This design comes from an exercise in tuning for small area, a short achievable clock period and few clock cycles per item on the open sky130 flow, not from production work. RTL that was checked went through simulation tests only; none was proved equivalent to the original. Function not checked in runs 1 to 3: the RTL went through the layout flow alone.

### run.sh
#!/bin/bash
# synth_recipe.tcl (not shown) runs the flow's synth.tcl, then flattens the netlist and writes it again
# the make line also repeats each setting of config.mk as NAME=value (left out here)
make -C /OpenROAD-flow-scripts/flow DESIGN_CONFIG=/design/flow/config.mk WORK_HOME=/design/flow/orfs CLKGATE_MAP_FILE= SYNTH_SCRIPT=/design/flow/synth_recipe.tcl finish
### config.mk
export PLATFORM = sky130hd
export DESIGN_NAME = Divider_Modulo
export DESIGN_NICKNAME = Divider_Modulo
export VERILOG_FILES = /design/flow/design.v
export SDC_FILE = /design/flow/constraint.sdc
export NUM_CORES = 4
export LEC_CHECK = 0
export ABC_AREA = 1
export CAP_MARGIN = 20
export CORE_MARGIN = 2
export CORE_UTILIZATION = 40
export SLEW_MARGIN = 20
### constraint.sdc
create_clock -name core_clock -period 25.0 [get_ports {clk}]
set_input_delay 5.0000 -clock core_clock [delete_from_list [all_inputs] [get_ports {clk}]]
set_output_delay 5.0000 -clock core_clock [all_outputs]
set_load 0.01 [all_outputs]
### design.v
module cas (divisor, dividend, quotient, cin, cout, remainder);
input wire divisor, dividend, quotient, cin;
output wire cout, remainder;
assign remainder = (quotient ^ divisor) ^ dividend ^ cin;
assign cout = ((quotient ^ divisor)&dividend) | ((quotient ^ divisor)&cin) | (cin&dividend);
endmodule
module Divider_row(divisor, p_in, bit_in, p_out, q_out);
input  [14:0] divisor;
input  [14:0] p_in;
input         bit_in;
output [14:0] p_out;
output        q_out;
wire [15:0] shifted = {p_in, bit_in};
wire [16:0] diff    = {1'b0, shifted} - {2'b0, divisor};
assign q_out = ~diff[16];
assign p_out = q_out ? diff[14:0] : shifted[14:0];
endmodule
module Divider_Modulo (clk , reset, mode, valid_in, divisor, dividend, result, valid_out);
input wire clk, reset, mode, valid_in;
input wire [31:0] dividend;
input wire [15:0] divisor;
output reg valid_out;
output wire [31:0] result;
localparam [16:0] CUT = 17'b0_1010_1010_1010_1010;
reg        v_in;
reg        m_in;
reg [31:0] dd_in;
reg [14:0] dv_in;
always @(posedge clk or posedge reset)
	if (reset) v_in <= 1'b0;
	else       v_in <= valid_in;
always @(posedge clk) begin
	m_in  <= mode;
	dd_in <= dividend;
	dv_in <= divisor[14:0];
end
wire [14:0] p   [0:17];
wire [16:0] s   [0:17];
wire [14:0] d   [0:17];
wire        m   [0:17];
wire        v   [0:17];
assign p[0] = dd_in[31:17];
assign s[0] = dd_in[16:0];
assign d[0] = dv_in;
assign m[0] = m_in;
assign v[0] = v_in;
genvar i;
generate for (i = 0; i < 17; i = i + 1) begin : row
	wire [14:0] p_n;
	wire        q_n;
	Divider_row r (
		.divisor (d[i]),
		.p_in    (p[i]),
		.bit_in  (s[i][16]),
		.p_out   (p_n),
		.q_out   (q_n)
	);
	if (CUT[i]) begin : cut
		reg [14:0] p_r;
		reg [16:0] s_r;
		reg [14:0] d_r;
		reg        m_r;
		reg        v_r;
		always @(posedge clk or posedge reset)
			if (reset) v_r <= 1'b0;
			else       v_r <= v[i];
		always @(posedge clk) begin
			p_r <= p_n;
			s_r <= {s[i][15:0], q_n};
			d_r <= d[i];
			m_r <= m[i];
		end
		assign p[i+1] = p_r;
		assign s[i+1] = s_r;
		assign d[i+1] = d_r;
		assign m[i+1] = m_r;
		assign v[i+1] = v_r;
	end else begin : nocut
		assign p[i+1] = p_n;
		assign s[i+1] = {s[i][15:0], q_n};
		assign d[i+1] = d[i];
		assign m[i+1] = m[i];
		assign v[i+1] = v[i];
	end
end endgenerate
reg [16:0] res_r;
always @(posedge clk or posedge reset)
	if (reset) valid_out <= 1'b0;
	else       valid_out <= v[17];
always @(posedge clk)
	res_r <= m[17] ? {2'b0, p[17]} : s[17];
assign result = {15'b0, res_r};
endmodule
==> impl_metrics.json, run 1 <==
{
  "reg2reg_slack_ps": 20500,
  "yosys_warnings": 1,
  "worstPathArrival_ps": 1450,
  "tns_ps": 0,
  "clk_pin_slew_ps": 60,
  "multiInputGateArea_um2": 15400,
  "cts.sinks": 459,
  "grt_remaining_overflow": 0,
  "reg2regPathDepth": 23,
  "cts_resized": 0,
  "vias": 23000,
  "drc_errors": 0,
  "path_delay_family": "buffers and inverters",
  "hp-start": "row[11].cut.s_r[2]",
  "worstPathMaxFanout": 1,
  "syn_area_um2": 27300,
  "std_cell_rows": 95,
  "ys_ff_latch": 459,
  "holdPathStages": 0,
  "die_w_um": 265,
  "synth_async_sr_flop_share_pct": 2.18,
  "gp_congestion": 0.933,
  "clockBufferDepth": 3,
  "post_cts_buffers": 0,
  "startpoint": "res_r[16]",
  "cp_data_required_time_ps": 20000,
  "seqCellArea_um2": 9240,
  "grt_max_degree": 25,
  "start_kind": "register",
  "ios": 85,
  "layout-drive-gt1-share_pct": 5.15,
  "hold_path_end": "row[13].cut.s_r[4]",
  "synth_commonest_cells": "1307 x nand2_1, 591 x inv_1, 449 x dfxtp_1",
  "post-route-worst-setup-slack_ps": 18550,
  "antenna_found_initial": 0,
  "fin_crit_ps": 6450,
  "grt_first_pass_wirelength_um": 110000,
  "yosysMostFrequentCell": "nand2_1",
  "cts-htree-levels": 2,
  "path_class": "reg2out",
  "core_um2": 67400,
  "timing.slew.headroom_pct": 35.8,
  "first_pass_iters": 6,
  "cts_tree": "built",
  "finClkSkew_ps": 34.3,
  "root_buffer": "clkbuf_16",
  "diodes": 0,
  "cp_num_buf_inv": 1,
  "clock_latency_ps": 620,
  "die_area_um2": 70300,
  "dp_hpwl_um": 55600,
  "ctsHoldBuffers": 0,
  "hold_class": "reg2reg",
  "worst_pin_slew_ps": 962,
  "reg2reg_from": "row[1].cut.d_r[0]",
  "timing.hold.ws_ps": 304,
  "synth_edf_count": 0,
  "synth_top_area_share_pct": 32.9,
  "syn_inst": 3847,
  "final_net_count": 4263,
  "grt_use_total_pct": 19.3,
  "rsz0062_at_grt": "false",
  "syn2layout_area_growth_pct": 12.3,
  "numCtsBuffers": 53,
  "outcome": "finished clean",
  "max_freq_mhz": 155,
  "finalCritPeriodShare_pct": 25.8,
  "n_fill_cell": 6921,
  "synth_area_leaders": "dfxtp_1 33%, nand2_1 18%, ha_1 12%",
  "start_util_pct": 40.5,
  "synthDistinctLibCells": 47,
  "die_h_um": 265,
  "ys.flop_type": "dfxtp_1",
  "grt_pass1_vias": 21300,
  "vias_per_cell": 4.75,
  "setup_viol": 0,
  "place_ws_ps": 19170,
  "crit_path_end_kind": "primary output",
  "yosysTopAreaCell": "dfxtp_1",
  "ys_seq_area_share_pct": 33.8,
  "port_buffers": 68,
  "cpMaxStageDelayCell": "clkdlybuf4s50_1",
  "path_cells": "clkdlybuf4s50_1",
  "final_antenna_net_count": 0,
  "cpPeakStageDelay_ps": 520,
  "maxCapViolCount": 0,
  "syn_avg_cell_area_um2": 7.10,
  "drt_iter0_drc": 1461,
  "drt_wl_total_um": 68300,
  "rr_endpoint": "row[3].cut.p_r[1]",
  "wl_per_cell_um": 14.1,
  "finalHoldViolations": 0,
  "drv_slew": 0
}
## worst max path at each step
stage / endpoint / slack, ps / cells past startpoint
6_report: result[16] / 18550 / 1
5_1_grt: result[0] / 18490 / 1
4_1_cts: result[11] / 18500 / 1
3_5_place_dp: valid_out / 19170 / 1
3_3_place_gp: result[5] / 19170 / 1
2_1_floorplan: valid_out / 19620 / 0
## layout by cell type, fill, tap and decap left out, types with 7 or more instances in the layout
cell type	n
nand2_1	1307
inv_1	591
dfxtp_1	449
ha_1	255
nand3_1	234
a21oi_1	208
nor2_1	171
o21ai_0	105
nand4_1	81
xnor2_1	77
xor2_1	72
clkdlybuf4s50_1	68
clkbuf_16	55
nand3b_1	27
nand2_2	17
or2_2	17
o21bai_1	17
fa_1	17
a21o_1	15
conb_1	15
o21ai_1	14
nand3_4	14
inv_2	12
nand2_4	11
nor3_1	10
dfrtp_1	10
clkinvlp_4	9
o21ai_2	8
clkbuf_8	8
a21boi_0	7
bufinv_16	7
## sequential cells by signal, indices dropped and copies added, names as in the netlist
| register | count |
|---|---|
| m_in | 1 |
| row.cut.m_r | 8 |
| dd_in | 32 |
| v_in | 1 |
| res_r | 17 |
| valid_out | 1 |
| row.cut.p_r | 120 |
| row.cut.v_r | 8 |
| row.cut.s_r | 136 |
| row.cut.d_r | 120 |
| dv_in | 15 |
## worst register-to-register path: stages (launching register included)
cell     delay (ps)
dfxtp_1         340
ha_1            260
fa_1            420
inv_1            90
nand3_1          80
nand2_2         120
nand2_1          60
nand2_1          90
nand2_1         120
nand2_1         360
inv_2           240
o21ai_0         370
ha_1            350
a21oi_1         250
o21ai_2         140
nand2_1          80
nand2_1          90
nand3_1         130
nand2_1          70
nand2_1         130
inv_1            70
nor2_2          420
nand2_1         100
nand2_1          80
## cells by family (layout without fill, tap and decap cells)
logic type                 count (synthesis)  count (layout)  synth area share, %
and+or+nand+nor                         1921            1921                 30.7
buffers and inverters                    652             773                 9.75
DFF                                      459             459                 33.8
AOI/OAI and AO/OA                        393             393                 8.00
adders and majority gates                272             272                 12.9
xor gates and xnor gates                 149             149                 4.78
other                                      1              15               0.0137
## final cells by class
type,count,share of cell area [%]
sequential,459,30.1
clock buffer,68,4.91
inverter,607,7.46
timing repair buffer,68,2.22
tap,873,3.56
multi-input combinational,2750,50.4
clock inverter,30,1.33
## per-stage QoR
step                      instance area, um^2  util [%]  cells
after global routing                    30700      45.5   4855
after floorplan                         27300         -   3861
final                                   30700      45.5   4855
after CTS                               30700      45.5   4855
after detailed placement                28700      42.7   4757
after global placement                  28700      42.7   4757
## metal layers
metal | wire length, um | global-route usage [%]
met1 | 31900 | 25.4
met2 | 31600 | 33.1
met3 | 2860 | 2.20
met4 | 1910 | 6.05
met5 | 0 | 0
==> run 2: changes to the inputs <==
--- a/config.mk
+++ b/config.mk
@@ -5,7 +5,7 @@
 export SDC_FILE = /design/flow/constraint.sdc
 export NUM_CORES = 4
 export LEC_CHECK = 0
-export ABC_AREA = 1
+export ABC_CLOCK_PERIOD_IN_PS = 5500
 export CAP_MARGIN = 20
 export CORE_MARGIN = 2
 export CORE_UTILIZATION = 40
==> run 2 against run 1 <==
  * Still clean
  * Non-clock buffer count rose by 8
  * Clock skew decreased by 13 ps
  * Routed wire length down 30%
  * First-iteration DRC count down 55%
  * Critical path type unchanged
  * Hold slack improved by 10 ps
  * Sequential cell count unchanged
==> impl_metrics.json, run 2 <==
{
  "reg2reg_from": "row[1].cut.d_r[6]",
  "path_cells": "clkdlybuf4s50_1",
  "vias": 17200,
  "synth_compound_area_share_pct": 16.6,
  "die_w_um": 246,
  "use_met1_pct": 19.2,
  "top_register": "row.cut.s_r",
  "port_buffers": 68,
  "core_um2": 57900,
  "antenna_found_initial": 0,
  "yosysMostFrequentCell": "dfxtp_1",
  "post-route-worst-setup-slack_ps": 18560,
  "std_cell_rows": 88,
  "synth_async_sr_flop_share_pct": 2.18,
  "syn_avg_cell_area_um2": 9.53,
  "ys.flop_type": "dfxtp_1",
  "ys_ff_latch": 459,
  "drt_iter0_drc": 664,
  "clock_latency_ps": 590,
  "mostFrequentLayoutCell": "dfxtp_1",
  "die_area_um2": 60600,
  "ios": 85,
  "clk_pin_slew_ps": 60,
  "grt_use_met3_pct": 2.72,
  "grt_first_pass_wirelength_um": 80700,
  "start_util_pct": 40.5,
  "cts_tree": "built",
  "final_net_count": 2879,
  "final_util_pct": 45.9,
  "worstPathMaxFanout": 1,
  "outcome": "finished clean",
  "synth-simple-area-share_pct": 12.3,
  "setup_viol": 0,
  "post_cts_buffers": 0,
  "cts.sinks": 459,
  "synthDistinctLibCells": 88,
  "cpMaxStageDelayCell": "clkdlybuf4s50_1",
  "synth_top_area_share_pct": 38.3,
  "finalInstanceArea_um2": 26600,
  "most-common-layout-cells": "449 x dfxtp_1, 255 x ha_1, 200 x inv_1",
  "grt_max_degree": 33,
  "fin_crit_ps": 6440,
  "reg2regPathDepth": 20,
  "rsz0062_at_grt": "false",
  "busiest_layer": "met2",
  "path_delay_family": "buffers and inverters",
  "grtUsageMet2_pct": 28.2,
  "n_fill_cell": 5451,
  "cpPeakStageDelay_ps": 540,
  "dp_hpwl_um": 37800,
  "worst_pin_slew_ps": 1000,
  "die_h_um": 246,
  "cp_data_required_time_ps": 20000,
  "synth_edf_count": 0,
  "hold_class": "reg2reg",
  "cts-htree-levels": 2,
  "grt_use_total_pct": 15.8,
  "syn2layout_area_growth_pct": 13.2,
  "numCtsBuffers": 50,
  "largest_reg_flops": 136,
  "synth-xor-area-share_pct": 5.63,
  "grt_remaining_overflow": 0,
  "post_dp_cell_area_um2": 24900,
  "place_ws_ps": 18620,
  "ctsHoldBuffers": 0,
  "worstPathArrival_ps": 1440,
  "yosysTopAreaCell": "dfxtp_1",
  "vias_per_cell": 5.11,
  "startpoint": "res_r[1]",
  "reg2reg_slack_ps": 18580,
  "synth_fa_ha_area_share_pct": 15.0,
  "path_depth": 1,
  "crit_path_end_kind": "primary output",
  "first_pass_iters": 5,
  "grt_pass1_vias": 17300,
  "endpoint": "result[1]",
  "yosys_warnings": 1,
  "max_freq_mhz": 155,
  "drv_slew": 0,
  "wl_per_cell_um": 14.3,
  "cp_num_buf_inv": 1,
  "layout-drive-gt1-share_pct": 9.21,
  "finalCritPeriodShare_pct": 25.8,
  "biggestRegsByFlops": "row.cut.s_r (136), row.cut.d_r (120), row.cut.p_r (120)",
  "gp_congestion": 0.876,
  "timing.slew.headroom_pct": 33.1,
  "tns_ps": 0,
  "finClkSkew_ps": 20.9,
  "synth_commonest_cells": "449 x dfxtp_1, 255 x ha_1, 200 x inv_1",
  "synth_area_leaders": "dfxtp_1 38%, ha_1 14%, mux2_2 5.3%",
  "syn_inst": 2463,
  "synth_top_family_by_area": "compound AO/OA/AOI/OAI gates",
  "finalHoldViolations": 0,
  "cts_resized": 0,
  "start_kind": "register",
  "maxCapViolCount": 0,
  "drc_errors": 0,
  "final_antenna_net_count": 0,
  "ys_seq_area_share_pct": 39.4,
  "rr_endpoint": "row[3].cut.p_r[2]",
  "drt_wl_total_um": 48100,
  "path_class": "reg2out",
  "synth_mux_area_share_pct": 6.54,
  "diodes": 0,
  "syn_area_um2": 23500,
  "clockBufferDepth": 3,
  "root_buffer": "clkbuf_16"
}
[run 2: cell types whose count changed after synthesis, sizes merged, moves of 25 or more]
cell,previous run,this run
mux2,0,120
nand2b,1,34
o21ai,127,152
o21a,5,59
inv,603,201
xnor2,77,103
nand2,1335,129
nand3,254,42
nor3,15,49
nor2b,0,55
a21oi,215,174
nand4,81,4
[run 2: stage by stage]
stage          std cells  hold slack (ps)
2_1_floorplan       2477              310
3_5_place_dp        3268              312
3_3_place_gp        3268              310
5_1_grt             3359              312
4_1_cts             3359              305
6_report            3359              314
[run 2: worst min-delay path by stage]
stage,start,to,slack (ps),depth (start not counted)
floorplan,row[9].cut.m_r,row[11].cut.m_r,310,0
global placement,row[13].cut.s_r[13],row[15].cut.s_r[15],310,0
detailed placement,row[9].cut.s_r[5],row[11].cut.s_r[7],310,0
CTS,row[13].cut.m_r,row[15].cut.m_r,300,0
global route,row[13].cut.m_r,row[15].cut.m_r,310,0
finish,row[7].cut.s_r[14],row[9].cut.s_r[16],310,0
[run 2: area by class of cell]
type,count,area [um^2],area share (%)
Multi-Input combinational cell,1767,13200,49.8
Sequential cell,459,9240,34.7
Clock buffer,68,1420,5.34
Tap cell,765,957,3.60
Inverter,201,754,2.84
Timing Repair Buffer,76,741,2.79
Clock inverter,23,244,0.918
[run 2: layer usage]
layer / wire length (um) / part of all wire, % / vias to the layer above
li1: - / - / 8843
met1: 21700 / 45 / 7980
met2: 23400 / 49 / 263
met3: 1780 / 3.7 / 94
met4: 1200 / 2.5 / 0
met5: 0 / 0 / -
[run 2: cells by family (layout without fill, tap and decap cells)]
kind of cell    count (synthesis)  in the layout
buf+inv                       251            368
xor+xnor                      151            151
fa+ha+maj                     272            272
mux                           138            138
simple gates                  588            588
other cells                     1             15
compound gates                603            603
flops                         459            459
==> run 3: changes to the inputs <==
--- a/design.v
+++ b/design.v
@@ -21,7 +21,7 @@
 input wire [15:0] divisor;
 output reg valid_out;
 output wire [31:0] result;
-localparam [16:0] CUT = 17'b0_1010_1010_1010_1010;
+localparam [16:0] CUT = 17'b0_0100_1001_0010_0100;
 reg        v_in;
 reg        m_in;
 reg [31:0] dd_in;
==> run 3 against run 2 <==
  * Via count decreased by 4.9%
  * Routed wire length decreased by 0.79%
  * Global-route usage increased by 1.9 points
  * Fmax decreased by 33%
  * Critical path depth increased by 27
==> impl_metrics.json, run 3 <==
{
  "diodes": 0,
  "post-route-worst-setup-slack_ps": 15430,
  "mostFrequentLayoutCell": "dfxtp_1",
  "grt_pass1_vias": 15900,
  "tns_ps": 0,
  "ios": 85,
  "synth_edf_count": 0,
  "grt_max_degree": 30,
  "finalCritPeriodShare_pct": 38.3,
  "synth-simple-area-share_pct": 13.2,
  "yosysTopAreaCell": "dfxtp_1",
  "place_inst": 3023,
  "drc_errors": 0,
  "drv_slew": 0,
  "synth_compound_area_share_pct": 18.2,
  "vias_per_cell": 5.30,
  "start_kind": "register",
  "syn_inst": 2299,
  "grt_use_total_pct": 17.7,
  "n_fill_cell": 4945,
  "largest_reg_flops": 85,
  "clk_pin_slew_ps": 60,
  "hold_class": "reg2reg",
  "final_antenna_net_count": 0,
  "first_pass_iters": 5,
  "path_class": "reg2reg",
  "die_w_um": 232,
  "syn2layout_area_growth_pct": 12.3,
  "most-common-layout-cells": "305 x dfxtp_1, 255 x ha_1, 193 x nor2_1",
  "finalHoldViolations": 0,
  "multiInputGateArea_um2": 13600,
  "finClkSkew_ps": 34.9,
  "yosys_warnings": 1,
  "synth_mux_area_share_pct": 9.74,
  "worstPathArrival_ps": 9980,
  "syn_area_um2": 20800,
  "dp_hpwl_um": 38700,
  "gp_congestion": 0.868,
  "start_util_pct": 40.5,
  "fin_crit_ps": 9570,
  "cts_resized": 0,
  "seqCellArea_um2": 6280,
  "core_um2": 51300,
  "biggestRegsByFlops": "row.cut.s_r (85), row.cut.d_r (75), row.cut.p_r (75)",
  "timing.slew.headroom_pct": 35.7,
  "numCtsBuffers": 35,
  "max_freq_mhz": 104,
  "ctsHoldBuffers": 0,
  "root_buffer": "clkbuf_16",
  "cpPeakStageDelay_ps": 900,
  "top_register": "row.cut.s_r",
  "setup_viol": 0,
  "ys_ff_latch": 312,
  "yosysMostFrequentCell": "dfxtp_1",
  "wl_per_cell_um": 15.5,
  "port_buffers": 68,
  "maxCapViolCount": 0,
  "syn_avg_cell_area_um2": 9.04,
  "vias": 16300,
  "die_area_um2": 53800,
  "cts.sinks": 312,
  "antenna_found_initial": 1,
  "synth_top_family_by_area": "compound AO/OA/AOI/OAI gates",
  "worst_pin_slew_ps": 965,
  "drt_wl_total_um": 47700,
  "layout.cells.non_filler": 3085,
  "ys_seq_area_share_pct": 30.2,
  "synth_top_area_share_pct": 29.4,
  "synth_area_leaders": "dfxtp_1 29%, ha_1 15%, mux2_2 6.9%",
  "grt_first_pass_wirelength_um": 78100,
  "outcome": "finished clean",
  "synthDistinctLibCells": 93,
  "post_cts_buffers": 0,
  "final_net_count": 2704,
  "synth_commonest_cells": "305 x dfxtp_1, 255 x ha_1, 193 x nor2_1",
  "ys.flop_type": "dfxtp_1",
  "cts_tree": "built",
  "cts-htree-levels": 2,
  "grt_remaining_overflow": 0,
  "clockBufferDepth": 3,
  "cpMaxStageDelayCell": "a311oi_4",
  "place_ws_ps": 15590,
  "crit_path_end_kind": "register",
  "drt_iter0_drc": 764,
  "clock_latency_ps": 550,
  "rsz0062_at_grt": "false",
  "synth_async_sr_flop_share_pct": 2.24,
  "layout-drive-gt1-share_pct": 10.2,
  "std_cell_rows": 83,
  "cp_data_required_time_ps": 25410,
  "worstPathMaxFanout": 22,
  "die_h_um": 232,
  "synth_fa_ha_area_share_pct": 17.0,
  "synth-xor-area-share_pct": 7.04
}
[run 3: changes by cell type in the layout (fill, tap and decap cells not counted), moves of 13 or more]
cell       previous run  this run
mux2_2              111       128
clkbuf_16            51        35
o21ai_0             147       115
xnor2_1             103       121
dfxtp_1             449       305
nor2_1              178       193
inv_1               200       177
nand2b_1             34        21
mux2i_1              18        38
[run 3: worst paths after layout]
kind,to,startpoint,slack (ps),cells past startpoint
worst max-delay path,row[14].cut.p_r[5],row[11].cut.d_r[0],15430,28
worst min-delay path,row[11].cut.s_r[4],row[8].cut.s_r[1],320,0
worst max register to register,row[14].cut.p_r[5],row[11].cut.d_r[0],15430,28
worst min register to register,row[11].cut.s_r[4],row[8].cut.s_r[1],320,0
max in group asynchronous,valid_out,reset,20090,2
min in group asynchronous,v_in,reset,4690,2
[run 3: stage by stage]
step                      utilization (%)  area [um^2]  hold WS [ps]
after floorplan                         -        20800           310
final                                45.5        23300           323
after detailed placement             43.2        22200           312
after CTS                            45.5        23300           326
after global routing                 45.5        23300           328
after global placement               43.2        22200           310
[run 3: layout make-up]
| cell class | instances | area share, % |
|---|---|---|
| Timing Repair Buffer | 79 | 3.27 |
| Tap cell | 680 | 3.65 |
| Inverter | 180 | 2.91 |
| Multi-Input combinational cell | 1772 | 58.3 |
| Clock buffer | 41 | 3.98 |
| Sequential cell | 312 | 26.9 |
| Clock inverter | 21 | 0.901 |
[run 3: cell families (layout without fill, tap and decap cells)]
family          after synthesis  count (layout)
compound gates              565             565
xor+xnor                    167             167
fa+ha+maj                   272             272
buf+inv                     229             321
flops                       312             312
mux                         181             181
other cells                   1              15
simple gates                572             572
[run 3: critical path, delay by kind of cell (launching register included)]
family | cells | cell delay, ps
adder cells (fa/ha/maj) | 4 | 1230
multiplexers | 1 | 420
AO/OA/AOI/OAI | 17 | 5950
flip-flops | 1 | 410
AND/OR/NAND/NOR | 3 | 560
buffers and inverters | 3 | 850
[run 3: per-layer routing]
layer / part of all wire [%] / up-vias / track usage [%] / wire length (um)
li1: - / 8406 / - / -
met1: 46 / 7603 / 22.5 / 22000
met2: 48 / 266 / 31.2 / 22900
met3: 3.4 / 65 / 2.15 / 1640
met4: 2.5 / 0 / 5.25 / 1200
met5: 0 / - / 0 / 0
==> run 4: changes to the inputs <==
--- a/design.v
+++ b/design.v
@@ -4,16 +4,37 @@
 assign remainder = (quotient ^ divisor) ^ dividend ^ cin;
 assign cout = ((quotient ^ divisor)&dividend) | ((quotient ^ divisor)&cin) | (cin&dividend);
 endmodule
-module Divider_row(divisor, p_in, bit_in, p_out, q_out);
-input  [14:0] divisor;
+module Divider_row(ndivisor, p_in, bit_in, p_out, q_out);
+input  [14:0] ndivisor;
 input  [14:0] p_in;
 input         bit_in;
 output [14:0] p_out;
 output        q_out;
-wire [15:0] shifted = {p_in, bit_in};
-wire [16:0] diff    = {1'b0, shifted} - {2'b0, divisor};
-assign q_out = ~diff[16];
-assign p_out = q_out ? diff[14:0] : shifted[14:0];
+wire [15:0] x  = {p_in, bit_in};
+wire [15:0] nd = {1'b1, ndivisor};
+wire [15:0] g0 = x & nd;
+wire [15:0] p0 = x ^ nd;
+wire [15:0] gl [0:4];
+wire [15:0] pl [0:4];
+assign gl[0] = {g0[15:1], g0[0] | p0[0]};
+assign pl[0] = p0;
+genvar l, i;
+generate for (l = 0; l < 4; l = l + 1) begin : lvl
+	for (i = 0; i < 16; i = i + 1) begin : b
+		if ((i >> l) & 1) begin : comb
+			localparam integer J = ((i >> (l + 1)) << (l + 1)) + (1 << l) - 1;
+			assign gl[l+1][i] = gl[l][i] | (pl[l][i] & gl[l][J]);
+			assign pl[l+1][i] = pl[l][i] & pl[l][J];
+		end else begin : pass
+			assign gl[l+1][i] = gl[l][i];
+			assign pl[l+1][i] = pl[l][i];
+		end
+	end
+end endgenerate
+wire [16:0] c = {gl[4], 1'b1};
+wire [15:0] s = p0 ^ c[15:0];
+assign q_out = c[16];
+assign p_out = q_out ? s[14:0] : x[14:0];
 endmodule
 module Divider_Modulo (clk , reset, mode, valid_in, divisor, dividend, result, valid_out);
 input wire clk, reset, mode, valid_in;
@@ -21,22 +42,22 @@
 input wire [15:0] divisor;
 output reg valid_out;
 output wire [31:0] result;
-localparam [16:0] CUT = 17'b0_0100_1001_0010_0100;
+localparam [16:0] CUT = 17'b0_1010_1010_1010_1010;
 reg        v_in;
 reg        m_in;
 reg [31:0] dd_in;
-reg [14:0] dv_in;
+reg [14:0] dv_in;    
 always @(posedge clk or posedge reset)
 	if (reset) v_in <= 1'b0;
 	else       v_in <= valid_in;
 always @(posedge clk) begin
 	m_in  <= mode;
 	dd_in <= dividend;
-	dv_in <= divisor[14:0];
+	dv_in <= ~divisor[14:0];
 end
 wire [14:0] p   [0:17];
 wire [16:0] s   [0:17];
-wire [14:0] d   [0:17];
+wire [14:0] d   [0:17];    
 wire        m   [0:17];
 wire        v   [0:17];
 assign p[0] = dd_in[31:17];
@@ -49,7 +70,7 @@
 	wire [14:0] p_n;
 	wire        q_n;
 	Divider_row r (
-		.divisor (d[i]),
+		.ndivisor (d[i]),
 		.p_in    (p[i]),
 		.bit_in  (s[i][16]),
 		.p_out   (p_n),
==> flow/run.sh (new file) <==
#!/bin/bash
# The standard layout (the standard.sh, unchanged synthesis and steps),
# with one change: ports are buffered with a fixed buffer cell instead of
# the one buffer_ports picks by default.
set -euo pipefail
bash standard.sh "BUFFER_PORTS_ARGS=-buffer_cell sky130_fd_sc_hd__buf_2" finish > make_finish.log 2>&1
==> standard.sh (new file) <==
#!/bin/bash
# synth_recipe.tcl (not shown) runs the flow's synth.tcl, then flattens the netlist and writes it again
# the make line also repeats each setting of config.mk as NAME=value (left out here)
make -C /OpenROAD-flow-scripts/flow DESIGN_CONFIG=/design/flow/config.mk WORK_HOME=/design/flow/orfs CLKGATE_MAP_FILE= SYNTH_SCRIPT=/design/flow/synth_recipe.tcl "${@:-finish}"
--- a/config.mk
+++ b/config.mk
@@ -5,8 +5,10 @@
 export SDC_FILE = /design/flow/constraint.sdc
 export NUM_CORES = 4
 export LEC_CHECK = 0
-export ABC_CLOCK_PERIOD_IN_PS = 5500
 export CAP_MARGIN = 20
 export CORE_MARGIN = 2
 export CORE_UTILIZATION = 40
+export CTS_CLUSTER_DIAMETER = 100
+export CTS_CLUSTER_SIZE = 25
+export GPL_TIMING_DRIVEN = 1
 export SLEW_MARGIN = 20
removed: run.sh
==> run 4 against run 3 <==
  * Global-route usage fell by 3.4 points
  * Final cell count decreased by 5.5%
  * Hold slack improved by 1.8 ps
  * Highest routed layer unchanged
  * Die area rose by 7.0%
==> impl_metrics.json, run 4 <==
{
  "outcome": "finished clean",
  "cp_data_required_time_ps": 20000,
  "clk_pin_slew_ps": 90,
  "cpPeakStageDelay_ps": 360,
  "cts.sinks": 459,
  "cp_num_buf_inv": 1,
  "die_area_um2": 57500,
  "ys.flop_type": "dfxtp_1",
  "synth_edf_count": 0,
  "first_pass_iters": 5,
  "final_util_pct": 43.9,
  "root_buffer": "clkbuf_16",
  "final_antenna_net_count": 0,
  "worst_pin_slew_ps": 1090,
  "largest_reg_flops": 136,
  "synth_mux_area_share_pct": 9.62,
  "post-route-worst-setup-slack_ps": 18920,
  "vias_per_cell": 4.90,
  "post_cts_buffers": 0,
  "cts_tree": "built",
  "biggestRegsByFlops": "row.cut.s_r (136), row.cut.d_r (120), row.cut.p_r (120)",
  "numCtsBuffers": 25,
  "syn2layout_area_growth_pct": 8.66,
  "most-common-layout-cells": "449 x dfxtp_1, 238 x ha_1, 172 x inv_1",
  "finClkSkew_ps": 21.8,
  "drc_errors": 0,
  "rsz0062_at_grt": "false",
  "cts-htree-levels": 1,
  "path_delay_family": "flip-flops",
  "worstPathArrival_ps": 1080,
  "path_class": "reg2out",
  "synth-simple-area-share_pct": 7.38,
  "mostFrequentLayoutCell": "dfxtp_1",
  "grt_max_degree": 27,
  "synth_top_family_by_area": "adder cells",
  "dp_hpwl_um": 32300,
  "vias": 14300,
  "synth_top_area_share_pct": 40.4,
  "finalCritPeriodShare_pct": 24.3,
  "synth_async_sr_flop_share_pct": 2.18,
  "layout-drive-gt1-share_pct": 12.2,
  "path_cells": "buf_2",
  "synth-xor-area-share_pct": 5.31,
  "port_buffers": 68,
  "syn_area_um2": 22300,
  "diodes": 0,
  "die_h_um": 240,
  "ys_seq_area_share_pct": 41.5,
  "grt_remaining_overflow": 0,
  "die_w_um": 240,
  "maxCapViolCount": 0,
  "synth_commonest_cells": "449 x dfxtp_1, 238 x ha_1, 172 x inv_1",
  "max_freq_mhz": 164,
  "yosys_warnings": 2,
  "final_net_count": 2512,
  "synth_compound_area_share_pct": 12.6,
  "std_cell_rows": 86,
  "start_kind": "register",
  "grt_first_pass_wirelength_um": 69000,
  "ctsHoldBuffers": 0,
  "synth_area_leaders": "dfxtp_1 40%, ha_1 13%, fa_1 6.1%",
  "cpMaxStageDelayCell": "dfrtp_1",
  "start_util_pct": 40.4,
  "timing.slew.headroom_pct": 27.1,
  "crit_path_end_kind": "primary output",
  "setup_viol": 0,
  "synthDistinctLibCells": 67,
  "core_um2": 55100,
  "place_ws_ps": 19060,
  "yosysMostFrequentCell": "dfxtp_1",
  "yosysTopAreaCell": "dfxtp_1",
  "ys_ff_latch": 459,
  "tns_ps": 0,
  "grt_pass1_vias": 14500,
  "antenna_found_initial": 0,
  "wl_per_cell_um": 13.8,
  "syn_avg_cell_area_um2": 10.7,
  "hold_class": "reg2reg",
  "clock_latency_ps": 590,
  "drt_iter0_drc": 500,
  "fin_crit_ps": 6080,
  "top_register": "row.cut.s_r",
  "syn_inst": 2075,
  "timing.hold.ws_ps": 325,
  "cts_resized": 0,
  "ios": 85,
  "grt_use_total_pct": 14.3,
  "gp_congestion": 0.808,
  "drt_wl_total_um": 40300,
  "clockBufferDepth": 3,
  "finalHoldViolations": 0,
  "worstPathMaxFanout": 1,
  "synth_fa_ha_area_share_pct": 19.5,
  "drv_slew": 0
}
## run 4: cell count changes in the layout (fill, tap and decap cells not counted), sizes merged, moves of 28 or more
| cell | delta |
|---|---|
| nor2 | -86 |
| mux2i | +44 |
| nand2b | +29 |
| buf | +68 |
| o21ai | -58 |
| o21a | -28 |
| a21oi | -28 |
| fa | +51 |
| nor3 | -34 |
| clkdlybuf4s50 | -68 |
| xnor2 | -37 |
| nand2 | -53 |
| dfxtp | +144 |
| nor2b | -35 |
## run 4: path summary, 6_finish.rpt
path	from	cells after the start	slack, ps	to
max	valid_out	1	18920	valid_out
min	row[13].cut.s_r[14]	0	330	row[15].cut.s_r[16]
max reg2reg	row[5].cut.d_r[0]	18	19030	row[7].cut.p_r[13]
min reg2reg	row[13].cut.s_r[14]	0	330	row[15].cut.s_r[16]
max in group asynchronous	reset	2	20380	row[11].cut.v_r
min in group asynchronous	reset	2	4360	row[1].cut.v_r
## run 4: area by class of cell
cell class / instances / area [um^2]
clock buffer: 25 / 626
clock inverter: 14 / 140
fill: 5144 / 30900
inverter: 173 / 649
multi-input combinational: 1416 / 12200
sequential: 459 / 9240
tap: 748 / 936
timing repair buffer: 79 / 423
## run 4: kinds of logic after synthesis
kind of cell,count (synthesis)
AOI/OAI and AO/OA,426
xor gates and xnor gates,135
adders and majority gates,306
buffers and inverters,214
DFF,459
muxes,199
other,1
and+or+nand+nor,335
## run 4: through the flow
step | cells | instance area, um^2
global placement | 2875 | 23400
CTS | 2914 | 24200
detailed placement | 2875 | 23400
floorplan | 2089 | 22300
finish | 2914 | 24200
global route | 2914 | 24200
## run 4: per-layer routing
layer  global-route usage (%)  routed length (um)  vias to the layer above  share of wire, %
met5                        0                   0                        -                 0
met4                     3.27                 649                        0               1.6
met3                     1.89                1300                       45               3.2
met2                     24.8               18900                      163                47
met1                     18.8               19500                     6690                48
li1                         -                   -                     7395                 -
Testbench counts of run 4, summed over its fixed seeds: cycles 16,072, items 16,000.
==> run 5: changes to the inputs <==
--- a/config.mk
+++ b/config.mk
@@ -10,5 +10,4 @@
 export CORE_UTILIZATION = 40
 export CTS_CLUSTER_DIAMETER = 100
 export CTS_CLUSTER_SIZE = 25
-export GPL_TIMING_DRIVEN = 1
 export SLEW_MARGIN = 20
==> run 5 against run 4 <==
  * Register-to-register slack is essentially flat
  * Clock-buffer cell count did not move
  * Core utilization unchanged
  * Synthesized cell count is the same
  * Critical endpoint unchanged
==> impl_metrics.json, run 5 <==
{
  "outcome": "finished clean",
  "drc_errors": 0,
  "syn_area_um2": 22300,
  "std_cell_rows": 86,
  "holdPathStages": 0,
  "dp_hpwl_um": 32300,
  "first_pass_iters": 5,
  "tns_ps": 0,
  "path_delay_family": "flip-flops",
  "cp_num_buf_inv": 1,
  "final_net_count": 2512,
  "synth-xor-area-share_pct": 5.31,
  "hp-start": "row[13].cut.s_r[14]",
  "synth-simple-area-share_pct": 7.38,
  "reg2regPathDepth": 18,
  "finalCritPeriodShare_pct": 24.3,
  "timing.slew.headroom_pct": 27.1,
  "post_cts_buffers": 0,
  "largest_reg_flops": 136,
  "wl_per_cell_um": 13.8,
  "grt_use_total_pct": 14.3,
  "gp_congestion": 0.808,
  "antenna_found_initial": 0,
  "final_antenna_net_count": 0,
  "layout-drive-gt1-share_pct": 12.2,
  "crit_path_end_kind": "primary output",
  "core_um2": 55100,
  "rsz0062_at_grt": "false",
  "ys_seq_area_share_pct": 41.5,
  "hold_path_end": "row[15].cut.s_r[16]",
  "ys.flop_type": "dfxtp_1",
  "synthDistinctLibCells": 67,
  "top_register": "row.cut.s_r",
  "ctsHoldBuffers": 0,
  "finalInstanceArea_um2": 24200,
  "port_buffers": 68,
  "clockBufferDepth": 3,
  "worstPathMaxFanout": 1,
  "vias": 14300,
  "synth_area_leaders": "dfxtp_1 40%, ha_1 13%, fa_1 6.1%",
  "finClkSkew_ps": 21.8,
  "grt_first_pass_wirelength_um": 69000,
  "synth_edf_count": 0,
  "reg2reg_from": "row[5].cut.d_r[0]",
  "cpPeakStageDelay_ps": 360,
  "drv_slew": 0,
  "multiInputGateArea_um2": 12200,
  "ios": 85,
  "die_area_um2": 57500,
  "die_w_um": 240,
  "seqCellArea_um2": 9240,
  "synth_fa_ha_area_share_pct": 19.5,
  "drt_iter0_drc": 500,
  "numCtsBuffers": 25,
  "max_freq_mhz": 164,
  "mostFrequentLayoutCell": "dfxtp_1",
  "reg2reg_slack_ps": 19030,
  "grt_pass1_vias": 14500,
  "path_depth": 1,
  "synth_commonest_cells": "449 x dfxtp_1, 238 x ha_1, 172 x inv_1",
  "syn_inst": 2075,
  "biggestRegsByFlops": "row.cut.s_r (136), row.cut.d_r (120), row.cut.p_r (120)",
  "path_cells": "buf_2",
  "yosysTopAreaCell": "dfxtp_1",
  "cts_resized": 0,
  "root_buffer": "clkbuf_16",
  "place_ws_ps": 19060,
  "synth_top_area_share_pct": 40.4,
  "hold_class": "reg2reg",
  "vias_per_cell": 4.90,
  "clock_latency_ps": 590,
  "synth_compound_area_share_pct": 12.6,
  "start_kind": "register",
  "ys_ff_latch": 459,
  "cts-htree-levels": 1,
  "post-route-worst-setup-slack_ps": 18920,
  "worst_pin_slew_ps": 1090,
  "n_fill_cell": 5144,
  "worstPathArrival_ps": 1080,
  "yosys_warnings": 2,
  "synth_mux_area_share_pct": 9.62,
  "cts.sinks": 459,
  "die_h_um": 240,
  "cts_tree": "built",
  "grt_max_degree": 27,
  "most-common-layout-cells": "449 x dfxtp_1, 238 x ha_1, 172 x inv_1",
  "yosysMostFrequentCell": "dfxtp_1",
  "rr_endpoint": "row[7].cut.p_r[13]",
  "fin_crit_ps": 6080,
  "final_util_pct": 43.9,
  "start_util_pct": 40.4,
  "syn_avg_cell_area_um2": 10.7,
  "drt_wl_total_um": 40300,
  "synth_top_family_by_area": "adder cells",
  "finalHoldViolations": 0,
  "synth_async_sr_flop_share_pct": 2.18,
  "cp_data_required_time_ps": 20000,
  "post_dp_cell_area_um2": 23400,
  "grt_remaining_overflow": 0,
  "cpMaxStageDelayCell": "dfrtp_1",
  "diodes": 0,
  "path_class": "reg2out",
  "maxCapViolCount": 0,
  "setup_viol": 0,
  "syn2layout_area_growth_pct": 8.66,
  "clk_pin_slew_ps": 90
}
-- run 5: cell counts after synthesis --
No cell type changed its count.
-- run 5: routing by layer --
metal | vias up | track usage (%) | wire length [um]
met5 | - | 0 | 0
met4 | 0 | 3.27 | 649
met3 | 45 | 1.89 | 1300
met2 | 163 | 24.8 | 18900
met1 | 6690 | 18.8 | 19500
li1 | 7395 | - | -
-- run 5: worst max-delay path by stage --
stage | start | endpoint | slack (ps)
final | valid_out | valid_out | 18920
after global routing | row[5].cut.d_r[0] | row[7].cut.p_r[13] | 18630
after CTS | valid_out | valid_out | 18860
after detailed placement | row[5].cut.d_r[0] | row[7].cut.p_r[9] | 19060
after global placement | row[5].cut.d_r[0] | row[7].cut.p_r[11] | 19060
after floorplan | valid_out | valid_out | 19620
-- run 5: cell type report --
class | instances | area share (%)
Inverter | 173 | 2.69
Tap cell | 748 | 3.87
Clock buffer | 25 | 2.59
Sequential cell | 459 | 38.2
Timing Repair Buffer | 79 | 1.75
Clock inverter | 14 | 0.580
Multi-Input combinational cell | 1416 | 50.3
-- run 5: cells by family after synthesis --
group / after synthesis
flops: 459
compound gates: 426
simple gates: 335
fa+ha+maj: 306
buf+inv: 214
mux: 199
xor+xnor: 135
other cells: 1
-- run 5: stage by stage --
stage / hold WS [ps] / cells
after detailed placement: 312 / 2875
after floorplan: 310 / 2089
after global routing: 330 / 2914
after CTS: 330 / 2914
final: 325 / 2914
after global placement: 310 / 2875
==> run 6: changes to the inputs <==
==> flow/run.sh (replaced) <==
#!/bin/bash
# The standard layout (the standard.sh) with two changes:
#  - synthesis maps with flow/abc_map.script (see flow/synth_wrap.tcl);
#  - ports are buffered with a fixed buffer cell instead of the one
#    buffer_ports picks by default.
set -euo pipefail
export FLOW_SYNTH_TCL="$PWD/synth_recipe.tcl"
export MY_ABC_SCRIPT="$PWD/flow/abc_map.script"
bash standard.sh "SYNTH_SCRIPT=$PWD/flow/synth_wrap.tcl" \
  "BUFFER_PORTS_ARGS=-buffer_cell sky130_fd_sc_hd__buf_2" finish > make_finish.log 2>&1
==> flow/abc_map.script (new file) <==
strash
dch -f
map -D 4500
topo
buffer -c
upsize -D 4500
dnsize -D 4500
stime -p
==> flow/synth_wrap.tcl (new file) <==
# The standard synthesis (synth_recipe.tcl, sourced unchanged), with one
# change: the ABC technology-mapping call runs flow/abc_map.script instead of
# ORFS's abc_speed.script. Everything else, including register naming,
# flattening and renaming, is the standard synthesis.
proc abc {args} {
  set i [lsearch -exact $args -script]
  if {$i >= 0} { set args [lreplace $args $i [expr {$i + 1}] -script $::env(MY_ABC_SCRIPT)] }
  yosys abc {*}$args
}
source $::env(FLOW_SYNTH_TCL)
==> run 6 against run 5 <==
  * Critical path depth is the same
  * Synthesized cell count grew 12%
  * Area after synthesis shrank 4.7%
  * Final area shrank 4.5%
  * Register-to-register slack lost 30 ps
  * Worst setup slack gained 12 ps
  * Clock skew grew 22 ps
==> impl_metrics.json, run 6 <==
{
  "outcome": "finished clean",
  "grt_remaining_overflow": 0,
  "yosysTopAreaCell": "dfxtp_1",
  "wl_per_cell_um": 12.1,
  "drv_slew": 0,
  "ios": 85,
  "path_delay_family": "flip-flops",
  "cp_data_required_time_ps": 20000,
  "path_depth": 1,
  "reg2regPathDepth": 24,
  "post-route-worst-setup-slack_ps": 18930,
  "yosys_warnings": 2,
  "diodes": 0,
  "largest_reg_flops": 136,
  "worstPathMaxFanout": 1,
  "cts_resized": 0,
  "worstPathArrival_ps": 1070,
  "drt_iter0_drc": 646,
  "vias": 14600,
  "syn_area_um2": 21200,
  "path_class": "reg2out",
  "drt_wl_total_um": 37600,
  "grt_max_degree": 28,
  "tns_ps": 0,
  "layout-drive-gt1-share_pct": 5.19,
  "finClkSkew_ps": 43.9,
  "drc_errors": 0,
  "grt_first_pass_wirelength_um": 65200,
  "most-common-layout-cells": "449 x dfxtp_1, 306 x nand2_1, 304 x inv_1",
  "timing.slew.headroom_pct": 45.7,
  "vias_per_cell": 4.72,
  "finalCritPeriodShare_pct": 24.3,
  "synth_commonest_cells": "449 x dfxtp_1, 306 x nand2_1, 304 x inv_1",
  "crit_path_end_kind": "primary output",
  "syn_inst": 2327,
  "final_antenna_net_count": 0,
  "place_ws_ps": 18960,
  "clk_pin_slew_ps": 90,
  "first_pass_iters": 5,
  "synth_area_leaders": "dfxtp_1 42%, ha_1 14%, fa_1 6.4%",
  "cp_num_buf_inv": 1,
  "die_w_um": 234,
  "synthDistinctLibCells": 35,
  "reg2reg_from": "row[5].cut.d_r[0]",
  "hold_class": "reg2reg",
  "cts-htree-levels": 1,
  "mostFrequentLayoutCell": "dfxtp_1",
  "antenna_found_initial": 0,
  "cpMaxStageDelayCell": "dfrtp_1",
  "post_cts_buffers": 0,
  "clock_latency_ps": 580,
  "max_freq_mhz": 165,
  "dp_hpwl_um": 30200,
  "start_kind": "register",
  "biggestRegsByFlops": "row.cut.s_r (136), row.cut.d_r (120), row.cut.p_r (120)",
  "startpoint": "valid_out",
  "std_cell_rows": 84,
  "cts.sinks": 459,
  "syn_avg_cell_area_um2": 9.12,
  "ys_seq_area_share_pct": 43.6,
  "grt_pass1_vias": 14500,
  "syn2layout_area_growth_pct": 8.84,
  "path_cells": "buf_2",
  "finalHoldViolations": 0,
  "rsz0062_at_grt": "false",
  "yosysMostFrequentCell": "dfxtp_1",
  "ctsHoldBuffers": 0,
  "rr_endpoint": "row[7].cut.p_r[1]",
  "port_buffers": 68,
  "fin_crit_ps": 6070,
  "reg2reg_slack_ps": 19000,
  "start_util_pct": 40.4,
  "endpoint": "valid_out",
  "root_buffer": "clkbuf_16",
  "cpPeakStageDelay_ps": 370,
  "worst_pin_slew_ps": 805,
  "n_fill_cell": 5016,
  "die_area_um2": 54900,
  "synth_edf_count": 0,
  "clockBufferDepth": 3,
  "final_net_count": 2758,
  "synth_top_area_share_pct": 42.4,
  "grt_use_total_pct": 14.0,
  "top_register": "row.cut.s_r",
  "cts_tree": "built",
  "numCtsBuffers": 24,
  "ys.flop_type": "dfxtp_1",
  "die_h_um": 234,
  "core_um2": 52400,
  "gp_congestion": 0.845,
  "synth_async_sr_flop_share_pct": 2.18,
  "maxCapViolCount": 0,
  "setup_viol": 0,
  "ys_ff_latch": 459
}
-- run 6: cell types whose count changed in the layout (fill, tap and decap cells not counted), moves of 51 or more --
cell     before  now
mux2_2      115    2
nor2_1      107  185
o21ai_0      51  203
xor2_1       51  127
a21oi_1     136  187
mux2i_1      83    8
xnor2_1      84   21
inv_1       172  304
nand2_1      65  306
-- run 6: how the worst min path moves through the flow --
stage | start | to | cells past startpoint
after detailed placement | row[9].cut.s_r[11] | row[11].cut.s_r[13] | 0
final | row[1].cut.s_r[11] | row[3].cut.s_r[13] | 0
after global routing | row[1].cut.s_r[11] | row[3].cut.s_r[13] | 0
after CTS | row[1].cut.s_r[11] | row[3].cut.s_r[13] | 0
after global placement | row[5].cut.m_r | row[7].cut.m_r | 0
after floorplan | row[9].cut.m_r | row[11].cut.m_r | 0
-- run 6: layout make-up --
type / instances / area [um^2] / area share, %
multi-input cells: 1522 / 10600 / 46.0
flip-flops and latches: 459 / 9240 / 40.0
repair buffers: 84 / 460 / 1.99
inverters: 309 / 1160 / 5.02
clock inverters: 8 / 113 / 0.488
clock buffers: 28 / 636 / 2.75
well taps: 688 / 861 / 3.73
-- run 6: metrics by stage --
step	instance area, um^2	instances	util, %	hold slack [ps]
CTS	23100	3098	44.0	296
finish	23100	3098	44.0	291
floorplan	21300	2341	-	310
detailed placement	22300	3062	42.6	312
global placement	22300	3062	42.6	310
global route	23100	3098	44.0	289
-- run 6: cells by family after synthesis --
group / Yosys count / share of synthesized area [%]
xor+xnor: 148 / 6.11
other cells: 1 / 0.0177
compound gates: 462 / 11.7
mux: 10 / 0.484
simple gates: 581 / 11.0
flops: 459 / 43.6
buf+inv: 360 / 6.64
fa+ha+maj: 306 / 20.5
-- run 6: per-layer routing --
metal	routed length, um	track usage (%)	vias up
li1	-	-	7690
met4	1290	5.11	0
met5	0	0	-
met1	17200	17.3	6696
met2	17900	24.9	176
met3	1210	1.96	65
==> run 7: changes to the inputs <==
--- a/design.v
+++ b/design.v
@@ -42,7 +42,7 @@
 input wire [15:0] divisor;
 output reg valid_out;
 output wire [31:0] result;
-localparam [16:0] CUT = 17'b0_1010_1010_1010_1010;
+localparam [16:0] CUT = 17'b0_0100_1001_0010_0100;
 reg        v_in;
 reg        m_in;
 reg [31:0] dd_in;
==> flow/run.sh (replaced) <==
#!/bin/bash
# The standard layout (the standard.sh) with three changes:
#  - synthesis maps with flow/abc_map.script (see flow/synth_wrap.tcl);
#  - no full/half-adder cell extraction (ADDER_MAP_FILE empty), so ABC maps
#    the adders' logic freely;
#  - ports are buffered with a fixed buffer cell instead of the one
#    buffer_ports picks by default.
set -euo pipefail
export FLOW_SYNTH_TCL="$PWD/synth_recipe.tcl"
export MY_ABC_SCRIPT="$PWD/flow/abc_map.script"
bash standard.sh "SYNTH_SCRIPT=$PWD/flow/synth_wrap.tcl" "ADDER_MAP_FILE=" \
  "BUFFER_PORTS_ARGS=-buffer_cell sky130_fd_sc_hd__buf_2" finish > make_finish.log 2>&1
==> flow/abc_map.script (replaced) <==
strash
dch -f
map -D 3500
topo
buffer -c
upsize -D 3500
dnsize -D 3500
stime -p
==> run 7 against run 6 <==
  * Core utilization fell by 0.86 points
  * Routed wire length rose by 20%
  * Area after synthesis fell by 8.5%
  * Register-to-register slack got worse by 1200 ps
  * Hold slack improved by 39 ps
  * Still clean on timing, DRC and antenna
  * Via count rose by 22%
  * Global-route usage rose by 3.8 points
  * Final area fell by 11%
  * Die area fell by 8.3%
==> impl_metrics.json, run 7 <==
{
  "wl_per_cell_um": 12.5,
  "numCtsBuffers": 17,
  "rr_endpoint": "row[5].cut.p_r[1]",
  "yosys_warnings": 2,
  "cp_data_required_time_ps": 25360,
  "die_h_um": 224,
  "antenna_found_initial": 1,
  "drv_slew": 0,
  "drt_wl_total_um": 45200,
  "clockBufferDepth": 3,
  "most-common-layout-cells": "664 x nor2_1, 525 x nand2_1, 363 x inv_1",
  "port_buffers": 68,
  "cts.sinks": 312,
  "drt_iter0_drc": 899,
  "core_um2": 47800,
  "final_net_count": 3057,
  "fin_crit_ps": 7150,
  "synth_edf_count": 0,
  "timing.hold.ws_ps": 331,
  "clk_pin_slew_ps": 90,
  "top_register": "row.cut.s_r",
  "yosysMostFrequentCell": "nor2_1",
  "start_util_pct": 40.6,
  "yosysTopAreaCell": "dfxtp_1",
  "timing.slew.headroom_pct": 37.8,
  "syn_area_um2": 19400,
  "diodes": 0,
  "synth-simple-area-share_pct": 29.2,
  "crit_path_end_kind": "register",
  "cts_resized": 0,
  "first_pass_iters": 7,
  "ctsHoldBuffers": 0,
  "mostFrequentLayoutCell": "nor2_1",
  "reg2reg_from": "row[2].cut.d_r[0]",
  "gp_congestion": 0.867,
  "start_kind": "register",
  "synth_area_leaders": "dfxtp_1 31%, nor2_1 13%, nand2_1 10%",
  "synth_top_area_share_pct": 31.4,
  "synthDistinctLibCells": 76,
  "worst_pin_slew_ps": 932,
  "syn_avg_cell_area_um2": 6.55,
  "synth_top_family_by_area": "simple AND/OR/NAND/NOR gates",
  "largest_reg_flops": 85,
  "grt_pass1_vias": 16700,
  "grt_max_degree": 32,
  "worstPathMaxFanout": 27,
  "tns_ps": 0,
  "final_antenna_net_count": 0,
  "ios": 85,
  "root_buffer": "clkbuf_16",
  "synth_fa_ha_area_share_pct": 0.103,
  "max_freq_mhz": 140,
  "reg2regPathDepth": 28,
  "biggestRegsByFlops": "row.cut.s_r (85), row.cut.d_r (75), row.cut.p_r (75)",
  "startpoint": "row[2].cut.d_r[0]",
  "synth_mux_area_share_pct": 0.670,
  "hold_class": "reg2reg",
  "cpPeakStageDelay_ps": 750,
  "vias_per_cell": 4.92,
  "crit_top_cell": "nand2_1",
  "setup_viol": 0,
  "maxCapViolCount": 0,
  "ys_ff_latch": 312,
  "synth-xor-area-share_pct": 10.3,
  "hp-start": "row[8].cut.s_r[12]",
  "path_class": "reg2reg",
  "dp_hpwl_um": 36700,
  "synth_async_sr_flop_share_pct": 2.24,
  "outcome": "finished clean",
  "reg2reg_slack_ps": 17850,
  "grt_first_pass_wirelength_um": 76400,
  "finalHoldViolations": 0,
  "grt_use_total_pct": 17.9,
  "layout-drive-gt1-share_pct": 6.88,
  "grt_remaining_overflow": 0,
  "drc_errors": 0,
  "std_cell_rows": 80,
  "endpoint": "row[5].cut.p_r[1]",
  "die_w_um": 224,
  "place_inst": 3601,
  "ys.flop_type": "dfxtp_1",
  "layout.cells.non_filler": 3624,
  "finalCritPeriodShare_pct": 28.6,
  "cts_tree": "built",
  "rsz0062_at_grt": "false",
  "finClkSkew_ps": 32.6,
  "cpMaxStageDelayCell": "o21ai_2",
  "clock_latency_ps": 540,
  "worstPathArrival_ps": 7510,
  "cts-htree-levels": 1,
  "die_area_um2": 50300,
  "syn_inst": 2964,
  "post_cts_buffers": 0,
  "ys_seq_area_share_pct": 32.3,
  "synth_compound_area_share_pct": 17.6,
  "synth_commonest_cells": "664 x nor2_1, 525 x nand2_1, 363 x inv_1",
  "syn2layout_area_growth_pct": 6.34,
  "vias": 17800
}
## run 7: cell types whose count changed in the layout (fill, tap and decap cells not counted), sizes merged, moves of 77 or more
cell,change
xnor2,+78
o21ai,+77
nor2,+487
dfxtp,-144
nand2,+225
inv,+79
ha,-238
## run 7: per-stage QoR
step | setup WS, ps | utilization (%) | instance area (um^2)
finish | 17850 | 43.2 | 20700
global route | 16920 | 43.2 | 20700
CTS | 17700 | 43.2 | 20600
detailed placement | 17760 | 42.1 | 20200
global placement | 17970 | 42.1 | 20200
floorplan | 19620 | - | 19500
## run 7: kinds of logic (layout without fill, tap and decap cells)
group / after synthesis / in the layout
compound gates: 570 / 570
xor+xnor: 228 / 228
fa+ha+maj: 2 / 2
buf+inv: 451 / 482
flops: 312 / 312
mux: 13 / 13
other cells: 1 / 15
simple gates: 1387 / 1387
## run 7: layout make-up
class	count	area, um^2
clock buffers	17	425
clock inverters	6	56.3
fillers	4904	27200
inverters	388	1460
multi-input cells	2215	11300
flip-flops and latches	312	6280
well taps	615	769
repair buffers	71	363
## run 7: how the worst min path moves through the flow
| stage | endpoint | slack, ps | depth (start not counted) |
|---|---|---|---|
| floorplan | row[11].cut.m_r | 310 | 0 |
| global placement | row[11].cut.s_r[11] | 310 | 0 |
| detailed placement | row[14].cut.s_r[13] | 310 | 0 |
| CTS | row[14].cut.s_r[15] | 330 | 0 |
| global route | row[11].cut.s_r[15] | 340 | 0 |
| finish | row[11].cut.s_r[15] | 330 | 0 |
## run 7: critical path: cells and delay by family, from the launching register on
family,cells,cell delay (ps)
flip-flops,1,520
AND/OR/NAND/NOR,13,1890
AO/OA/AOI/OAI,11,3870
buffers and inverters,4,650
## run 7: layer usage
metal	global-route usage [%]	wire, um	vias up
met4	6.00	1250	0
met3	1.87	1670	76
met1	21.9	20300	7980
met2	32.5	22000	320
li1	-	-	9456
met5	0	0	-
Testbench counts of run 7, summed over its fixed seeds: cycles 16,048, items 16,000.
==> run 8: changes to the inputs <==
==> flow/abc_map.script (replaced) <==
strash
dch -f
map -D 4000
topo
buffer -c
upsize -D 4000
dnsize -D 4000
stime -p
--- a/config.mk
+++ b/config.mk
@@ -5,9 +5,9 @@
 export SDC_FILE = /design/flow/constraint.sdc
 export NUM_CORES = 4
 export LEC_CHECK = 0
-export CAP_MARGIN = 20
+export CAP_MARGIN = 60
 export CORE_MARGIN = 2
 export CORE_UTILIZATION = 40
 export CTS_CLUSTER_DIAMETER = 100
 export CTS_CLUSTER_SIZE = 25
-export SLEW_MARGIN = 20
+export SLEW_MARGIN = 60
==> run 8 against run 7 <==
  * Still clean on timing, DRC and antenna
  * Global-route usage shrank 0.54 points
  * Clock-buffer cell count grew 1
  * Sequential cell count is the same
  * Critical path type unchanged
  * Critical endpoint is now row[5].cut.p_r[12]
==> impl_metrics.json, run 8 <==
{
  "outcome": "finished clean",
  "final_net_count": 3115,
  "path_delay_family": "simple AND/OR/NAND/NOR gates",
  "synthDistinctLibCells": 64,
  "drv_slew": 0,
  "ios": 85,
  "syn2layout_area_growth_pct": 7.10,
  "synth_area_leaders": "dfxtp_1 31%, nor2_1 15%, nand2_1 8.3%",
  "finClkSkew_ps": 30.7,
  "top_register": "row.cut.s_r",
  "fin_crit_ps": 6350,
  "std_cell_rows": 81,
  "core_um2": 48800,
  "tns_ps": 0,
  "timing.slew.headroom_pct": 63.2,
  "drc_errors": 0,
  "mostFrequentLayoutCell": "nor2_1",
  "vias_per_cell": 4.79,
  "vias": 17900,
  "port_buffers": 68,
  "largest_reg_flops": 85,
  "cts_tree": "built",
  "cts.sinks": 312,
  "finalInstanceArea_um2": 21100,
  "most-common-layout-cells": "780 x nor2_1, 437 x nand2_1, 422 x inv_1",
  "max_freq_mhz": 157,
  "root_buffer": "clkbuf_16",
  "die_area_um2": 51100,
  "clockBufferDepth": 3,
  "cp_num_buf_inv": 7,
  "clock_latency_ps": 520,
  "synth_commonest_cells": "780 x nor2_1, 437 x nand2_1, 423 x inv_1",
  "grt_max_degree": 28,
  "rsz0062_at_grt": "false",
  "drt_iter0_drc": 755,
  "worstPathMaxFanout": 26,
  "grt_first_pass_wirelength_um": 75200,
  "timing.hold.ws_ps": 324,
  "finalHoldViolations": 0,
  "path_class": "reg2reg",
  "biggestRegsByFlops": "row.cut.s_r (85), row.cut.d_r (75), row.cut.p_r (75)",
  "gp_congestion": 0.833,
  "ys.flop_type": "dfxtp_1",
  "post_dp_cell_area_um2": 20600,
  "setup_viol": 0,
  "cp_data_required_time_ps": 25430,
  "grt_use_total_pct": 17.3,
  "place_inst": 3707,
  "yosysMostFrequentCell": "nor2_1",
  "drt_wl_total_um": 43800,
  "diodes": 0,
  "dp_hpwl_um": 36100,
  "ys_ff_latch": 312,
  "cts_resized": 0,
  "first_pass_iters": 6,
  "wl_per_cell_um": 11.7,
  "cpMaxStageDelayCell": "dfxtp_1",
  "syn_inst": 3012,
  "syn_avg_cell_area_um2": 6.55,
  "final_antenna_net_count": 0,
  "place_ws_ps": 18570,
  "cts-htree-levels": 1,
  "clk_pin_slew_ps": 90,
  "die_w_um": 226,
  "ctsHoldBuffers": 0,
  "crit_path_end_kind": "register",
  "final_util_pct": 43.3,
  "worstPathArrival_ps": 6780,
  "synth_edf_count": 0,
  "die_h_um": 226,
  "synth_async_sr_flop_share_pct": 2.24,
  "antenna_found_initial": 0,
  "start_util_pct": 40.4,
  "syn_area_um2": 19700,
  "start_kind": "register",
  "ys_seq_area_share_pct": 31.8,
  "hold_class": "reg2reg",
  "finalCritPeriodShare_pct": 25.4,
  "post_cts_buffers": 0,
  "synth_top_area_share_pct": 30.9,
  "post-route-worst-setup-slack_ps": 18650,
  "grt_remaining_overflow": 0,
  "yosysTopAreaCell": "dfxtp_1",
  "yosys_warnings": 2,
  "grt_pass1_vias": 17400,
  "layout.cells.non_filler": 3732,
  "layout-drive-gt1-share_pct": 8.38,
  "cpPeakStageDelay_ps": 420,
  "maxCapViolCount": 0,
  "numCtsBuffers": 17,
  "worst_pin_slew_ps": 548
}
run 8: worst paths after layout:
kind	start	to	slack (ps)	cells after the start
setup reg to reg	row[2].cut.d_r[1]	row[5].cut.p_r[12]	18650	35
hold reg to reg	row[5].cut.s_r[4]	row[8].cut.s_r[7]	320	0
min in group asynchronous	reset	valid_out	4390	2
setup / recovery	row[2].cut.d_r[1]	row[5].cut.p_r[12]	18650	35
max in group asynchronous	reset	row[5].cut.v_r	20420	2
hold / removal	row[5].cut.s_r[4]	row[8].cut.s_r[7]	320	0
run 8: cell families (layout without fill, tap and decap cells):
group                  after synthesis  in the layout  synth area share (%)
multiplexers                        24             24                  1.22
XOR/XNOR                           218            218                  9.67
other                                1             15                0.0190
AND/OR/NAND/NOR                   1407           1407                  29.1
buffers and inverters              524            566                  11.1
flip-flops                         312            312                  31.8
AO/OA/AOI/OAI                      526            526                  17.0
run 8: final cells by class:
| type | instances | area, um^2 |
|---|---|---|
| Tap cell | 664 | 831 |
| Timing Repair Buffer | 76 | 398 |
| Fill cell | 5105 | 27700 |
| Multi-Input combinational cell | 2190 | 11300 |
| Sequential cell | 312 | 6280 |
| Clock inverter | 6 | 109 |
| Inverter | 466 | 1750 |
| Clock buffer | 18 | 429 |
run 8: routing by layer:
layer	up-vias	routed length, um	track usage [%]
met5	-	0	0
met2	187	22900	35.3
met1	8054	18900	18.7
met3	80	934	1.65
met4	0	1080	4.84
li1	9560	-	-

static timing again, ports no longer ideal:
The flow's constraints put no driver on any port. The routed layouts listed below were extracted and timed again, unchanged, in two steps. Step 1, drivers: a clkbuf_16 drives clk and a buf_2 each remaining input, both assumed. Step 2 adds t to the input delays and takes it off the output delays; t is the mean of the earliest and latest rising clock arrival at the registers after step 1. Input paths then give back, and output paths get back, about the clock's delay inside the block. a / b / c = ideal / step 1 / step 2; a / b = the first two.
| run | t (ns) | slack for setup (ns) | hold slack, ns | worst data-port slew with drivers (ns) | cell pins on the clock port's net |
|---|---|---|---|---|---|
| run 1 | 0.668 | 18.554 / 18.493 / 19.161 | 0.304 / 0.304 / 0.304 | 0.04 | 1 |
| run 2 | 0.643 | 18.555 / 18.495 / 18.583 | 0.314 / 0.314 / 0.314 | 0.03 | 1 |
| run 3 | 0.582 | 15.426 / 15.426 / 15.426 | 0.323 / 0.323 / 0.323 | 0.04 | 1 |
| run 4 | 0.638 | 18.921 / 18.864 / 19.030 | 0.325 / 0.325 / 0.325 | 0.03 | 1 |
| run 5 | 0.638 | 18.921 / 18.864 / 19.030 | 0.325 / 0.325 / 0.325 | 0.03 | 1 |
| run 6 | 0.614 | 18.933 / 18.878 / 18.996 | 0.291 / 0.291 / 0.291 | 0.03 | 1 |
| run 7 | 0.583 | 17.845 / 17.845 / 17.845 | 0.331 / 0.331 / 0.331 | 0.04 | 1 |
| run 8 | 0.569 | 18.649 / 18.649 / 18.649 | 0.324 / 0.324 / 0.324 | 0.04 | 1 |
After both steps every run listed still meets setup and hold.
